What follows belongs to an exercise in optimizing a design on an open flow for small area and a short achievable clock period; a production flow would make more cautious choices. The RTL was checked by simulation tests, not by an equivalence proof against the original design. Power and IR drop assume default switching activity.

==> flow/design.v (excerpt) <==
module systolic_top (
    input  wire        clk,
    input  wire        reset,
    input  wire        enable,
    input  wire [63:0] data_input,
    input  wire [63:0] weights_input,
    output wire [63:0] result_out,
    output wire        finished
);
    reg [4:0] cnt;
    reg       fin;    
    reg       win;    
    reg       L;      
    wire [4:0] cnt_n = cnt + 5'd1;
    always @(posedge clk) begin
        if (reset) begin
            cnt <= 5'd0;
            fin <= 1'b0;
            win <= 1'b0;
            L   <= 1'b0;
        end else if (enable) begin
            cnt <= cnt_n;
            fin <= (cnt_n >= 5'd22);
            win <= (cnt_n >= 5'd3) && (cnt_n <= 5'd16);
            L   <= (cnt_n == 5'd3) || (cnt_n == 5'd4);
        end
    end
    assign finished = fin;
    wire S = enable && win;
    reg [31:0] sk0 [0:1];
    reg [31:0] sk1 [0:5];
    integer i;
    always @(posedge clk) begin
        if (reset) begin
            for (i = 0; i < 2; i = i + 1) sk0[i] <= 32'd0;
            for (i = 0; i < 6; i = i + 1) sk1[i] <= 32'd0;
        end else if (enable) begin
            sk0[0] <= data_input[31:0];
            sk0[1] <= sk0[0];
            sk1[0] <= data_input[63:32];
            for (i = 1; i < 6; i = i + 1) sk1[i] <= sk1[i-1];
        end
    end
    wire [31:0] os00, os01, os10, os11, od00, od10;
    pe00 u00 (.clk(clk), .reset(reset), .S(S), .L(L), .din(sk0[1]), .sin(weights_input[31:0]),  .os(os00), .od(od00));
    pe01 u01 (.clk(clk), .reset(reset), .S(S), .L(L), .din(od00),   .sin(weights_input[63:32]), .os(os01));
  ...
Size: about 14000 cells after synthesis.
clock: 10.0 ns
lec_check: 0
cap_margin: 20
core_margin: 2
core_utilization: 40
place_density: 0.6
slew_margin: 20
standard.sh (not shown) runs the stock make flow with config.mk's settings and CLKGATE_MAP_FILE= SYNTH_SCRIPT=/design/flow/synth_recipe.tcl, a recipe that flattens the netlist after the stock synthesis.
==> flow/flow/run.sh <==
#!/bin/bash
# Standard synthesis and layout (the standard.sh) with these changes:
# - after the standard Yosys synthesis, flow/fa_polarity.tcl flips the logical
#   polarity of full adders where that removes inverters between them
#   (FA(~a,~b,~c) = (~sum,~cout)); registers are untouched;
# - timing repair aims at a setup margin well beyond what the 10 ns period
#   needs, so the resizer keeps working the worst path down (TNS_END_PERCENT 0
#   keeps it on the worst path), and may resize across cell footprints;
# - a denser core;
# - larger clock-tree sink clusters (fewer clock buffers);
# - port buffers are buf_4 cells.
# The SDC is not touched.
set -euo pipefail
bash standard.sh SETUP_SLACK_MARGIN=6.8 TNS_END_PERCENT=0 MATCH_CELL_FOOTPRINT=0 \
  CORE_UTILIZATION=66 PLACE_DENSITY=0.74 \
  CTS_CLUSTER_SIZE=24 CTS_CLUSTER_DIAMETER=80 \
  "BUFFER_PORTS_ARGS=-buffer_cell sky130_fd_sc_hd__buf_4" \
  "POST_SYNTH_TCL=$PWD/flow/fa_polarity.tcl" \
  finish > standard_flow.log 2>&1
Other scripts of this flow, unchanged in this note and not shown: flow/flow/fa_polarity.tcl
Next try:
--- a/flow/flow/run.sh
+++ b/flow/flow/run.sh
@@ -14,3 +14,3 @@
 bash standard.sh SETUP_SLACK_MARGIN=6.8 TNS_END_PERCENT=0 MATCH_CELL_FOOTPRINT=0 \
-  CORE_UTILIZATION=66 PLACE_DENSITY=0.74 \
+  CORE_UTILIZATION=60 PLACE_DENSITY=0.7 \
   CTS_CLUSTER_SIZE=24 CTS_CLUSTER_DIAMETER=80 \
The changed run went through all stages and came out clean.
Setup slack loses 0.011 ns.
First-iteration DRC count falls by about 6%.
Power rises by about 0.4%.
Via count falls by 0.94%.
Final area barely changes.
Die area rises by about 10%.
Hold slack loses 0.012 ns.
Area after synthesis does not change.
Global-route usage falls by 3.8 points.
Routed wire length falls by 1.3%.
Count of clock-buffer cells in the layout falls by 2.
Next try:
--- a/flow/flow/run.sh
+++ b/flow/flow/run.sh
@@ -6,4 +6,4 @@
 # - timing repair aims at a setup margin well beyond what the 10 ns period
-#   needs, so the resizer keeps working the worst path down (TNS_END_PERCENT 0
-#   keeps it on the worst path), and may resize across cell footprints;
+#   needs, so the resizer keeps working the worst path down (TNS_END_PERCENT 3
+#   keeps it on the worst 3% of endpoints), and may resize across cell footprints;
 # - a denser core;
@@ -13,3 +13,3 @@
 set -euo pipefail
-bash standard.sh SETUP_SLACK_MARGIN=6.8 TNS_END_PERCENT=0 MATCH_CELL_FOOTPRINT=0 \
+bash standard.sh SETUP_SLACK_MARGIN=6.8 TNS_END_PERCENT=3 MATCH_CELL_FOOTPRINT=0 \
   CORE_UTILIZATION=60 PLACE_DENSITY=0.7 \
After rerunning:
- The new run completed without violations
- sequential power hardly moves
- routed wire length came out higher by 3.0%
- critical path depth rises by 5
- core utilization went up by 0.85 points
- register-to-register slack barely changes
- flip-flop and latch count stays the same

========
08-26:
Another version of the RTL of systolic_top (not shown whole).
Size in the first run: ~15000 cells after synthesis, roughly 2000 flip-flops, ~200 I/O pins, roughly 0.13 sq mm of cells after synthesis.
Design systolic_top, start of the top module:
module systolic_top (
    input  wire        clk,
    input  wire        reset,
    input  wire        enable,
    input  wire [63:0] data_input,
    input  wire [63:0] weights_input,
    output wire [63:0] result_out,
    output wire        finished
);
export LEC_CHECK = 0
export CAP_MARGIN = 20
export CORE_MARGIN = 2
export CORE_UTILIZATION = 40
export PLACE_DENSITY = 0.6
export SLEW_MARGIN = 20
create_clock -name core_clock -period 10.0 [get_ports {clk}]
==> flow/flow/run.sh <==
#!/bin/bash
# Standard synthesis and layout (the standard.sh) with these changes:
# - timing repair aims at a setup margin well beyond what the 10 ns period
#   needs, so the resizer keeps working the worst paths down (TNS_END_PERCENT
#   10 limits it to the worst tenth of the endpoints), and may resize across
#   cell footprints;
# - a denser core;
# - larger clock-tree sink clusters (fewer clock buffers);
# - port buffers are buf_4 cells.
# The SDC is not touched.
set -euo pipefail
bash standard.sh SETUP_SLACK_MARGIN=6.8 TNS_END_PERCENT=10 MATCH_CELL_FOOTPRINT=0 \
  CORE_UTILIZATION=65 PLACE_DENSITY=0.75 \
  CTS_CLUSTER_SIZE=24 CTS_CLUSTER_DIAMETER=80 \
  "BUFFER_PORTS_ARGS=-buffer_cell sky130_fd_sc_hd__buf_4" \
  finish > standard_flow.log 2>&1
08-26 has completed all stages; timing, DRC and antenna checks passed.
### 08-26 -> 12-15
==> flow/flow/run.sh <==
#!/bin/bash
# Standard synthesis and layout (the standard.sh). Timing repair aims at a
# setup margin well beyond what the 10 ns period needs, so the resizer keeps
# working the worst path down; TNS_END_PERCENT 0 limits it to the worst path.
# The SDC is not touched.
set -euo pipefail
bash standard.sh SETUP_SLACK_MARGIN=6.6 TNS_END_PERCENT=0 finish > standard_flow.log 2>&1
[summary]
12-15 — share of cell area taken by flip-flops and latches 0.36 points lower, 08-26 as reference
Run comparison: 12-15 termination of the worst setup path u11.os[26]; 08-26 termination of the worst setup path u01.q2[14]
For 08-26, the dominant power group was registers, unlike 12-15, where it was clock.
Comparing 12-15 and 08-26, the higher clock period minus final worst setup slack was measured on 12-15.
Worst setup slack: lower on 12-15
Power: 12-15 draws more than 08-26
Measured against 08-26, the final cell count of 12-15 comes out at 1.09 times the reference value.

========
systolic_top, a different RTL version from the one above (not shown whole).
Size: ~14000 cells after synthesis, about 1800 flip-flops, roughly 120000 µm² of cells after synthesis.
clock: 10.0 ns
lec_check: 0
cap_margin: 20
core_margin: 2
core_utilization: 40
place_density: 0.6
slew_margin: 20
run.sh (not shown) runs the stock make flow with config.mk's settings and CLKGATE_MAP_FILE= SYNTH_SCRIPT=/design/flow/synth_recipe.tcl, a recipe that flattens the netlist after the stock synthesis.
Stock flow here: none of the scripts above is used.
==> next run, changes <==
==> flow/flow/run.sh (new file) <==
#!/bin/bash
# Standard synthesis and layout (the standard.sh). Timing repair aims at a
# setup margin well beyond what the 10 ns period needs, so the resizer keeps
# working the worst path down; TNS_END_PERCENT 0 limits it to the worst path.
# The SDC is not touched.
set -euo pipefail
bash standard.sh SETUP_SLACK_MARGIN=6.6 TNS_END_PERCENT=0 finish > standard_flow.log 2>&1
==> flow/standard.sh (new file) <==
#!/bin/bash
# synth_recipe.tcl (not shown) runs the flow's synth.tcl, then flattens the netlist and writes it again
# the make line also repeats each setting of config.mk as NAME=value (left out here)
make -C /OpenROAD-flow-scripts/flow DESIGN_CONFIG=/design/flow/config.mk WORK_HOME=/design/flow/orfs CLKGATE_MAP_FILE= SYNTH_SCRIPT=/design/flow/synth_recipe.tcl "${@:-finish}"
removed: flow/run.sh
=>
- via count grows by 0.74%
- wire length went up by 2.4%
- hold slack got worse by 0.010 ns
==> next run, changes <==
==> flow/flow/run.sh (replaced) <==
#!/bin/bash
# Standard synthesis and layout (the standard.sh), with timing repair
# aimed at a setup slack margin well beyond the 10 ns clock period's needs,
# so that the resizer works the critical paths down instead of stopping
# once 10 ns is met. The SDC is not touched.
set -euo pipefail
bash standard.sh SETUP_SLACK_MARGIN=6.6 TNS_END_PERCENT=100 finish > standard_flow.log 2>&1
Outcome: First-iteration DRC count goes up by 9.2%; wire length goes up by 10%; register-to-register slack gains 0.08 ns; sequential cell count is unchanged; global-route usage goes up by 1.6 points; sequential share of layout area goes down by 1.6 points; count of clock-buffer cells in the layout goes up by 23.
==> next run, changes <==
==> flow/flow/run.sh (replaced) <==
#!/bin/bash
# Standard synthesis and layout (the standard.sh). Timing repair aims at a
# setup margin well beyond what the 10 ns period needs, so the resizer keeps
# working the worst path down; TNS_END_PERCENT 0 limits it to the worst path.
# Denser core. The SDC is not touched.
set -euo pipefail
bash standard.sh SETUP_SLACK_MARGIN=6.6 TNS_END_PERCENT=0 CORE_UTILIZATION=60 PLACE_DENSITY=0.7 finish > standard_flow.log 2>&1
Final cell count decreases by 10%.
Design area decreases by 7.9%.
Global-route usage increases by 9.3 points.

[what the ideal ports hide]
The results above use ideal ports. As a check the final layouts listed here were re-extracted and re-timed, cells and wires unchanged. Step 1, drivers: a clkbuf_16 drives clk and a buf_2 each remaining input, both assumed. Step 2 times the ports against the registers' clock, not the clock port: input delays grow and output delays shrink by t, the midpoint of the rising clock arrivals with the driver on. Slacks: no drivers / after step 1 / after step 2; pairs: no drivers / after step 1.
run	t (ns)	setup WS [ns]	slew at the worst register clock pin (ns)
the first run of note 1	0.926	6.609 / 6.518 / 5.650	0.10 / 0.10
the second run of note 1	0.918	6.597 / 6.509 / 5.633	0.10 / 0.10
the third run of note 1	0.899	6.566 / 6.461 / 5.562	0.10 / 0.10
08-26	0.899	6.606 / 6.495 / 5.595	0.10 / 0.10
12-15	0.979	6.401 / 6.365 / 5.458	0.07 / 0.07
the first run of note 3	0.962	5.155 / 5.155 / 4.610	0.07 / 0.07
the second run of note 3	0.982	6.069 / 6.089 / 5.106	0.07 / 0.07
the third run of note 3	0.969	6.165 / 6.165 / 5.471	0.07 / 0.07
the fourth run of note 3	0.938	6.105 / 6.124 / 5.204	0.08 / 0.08
After both steps setup and hold are still met in every run listed. The setup slack of 08-26, which loses most, moves by -0.111 ns with the drivers and by -1.011 ns with both steps.
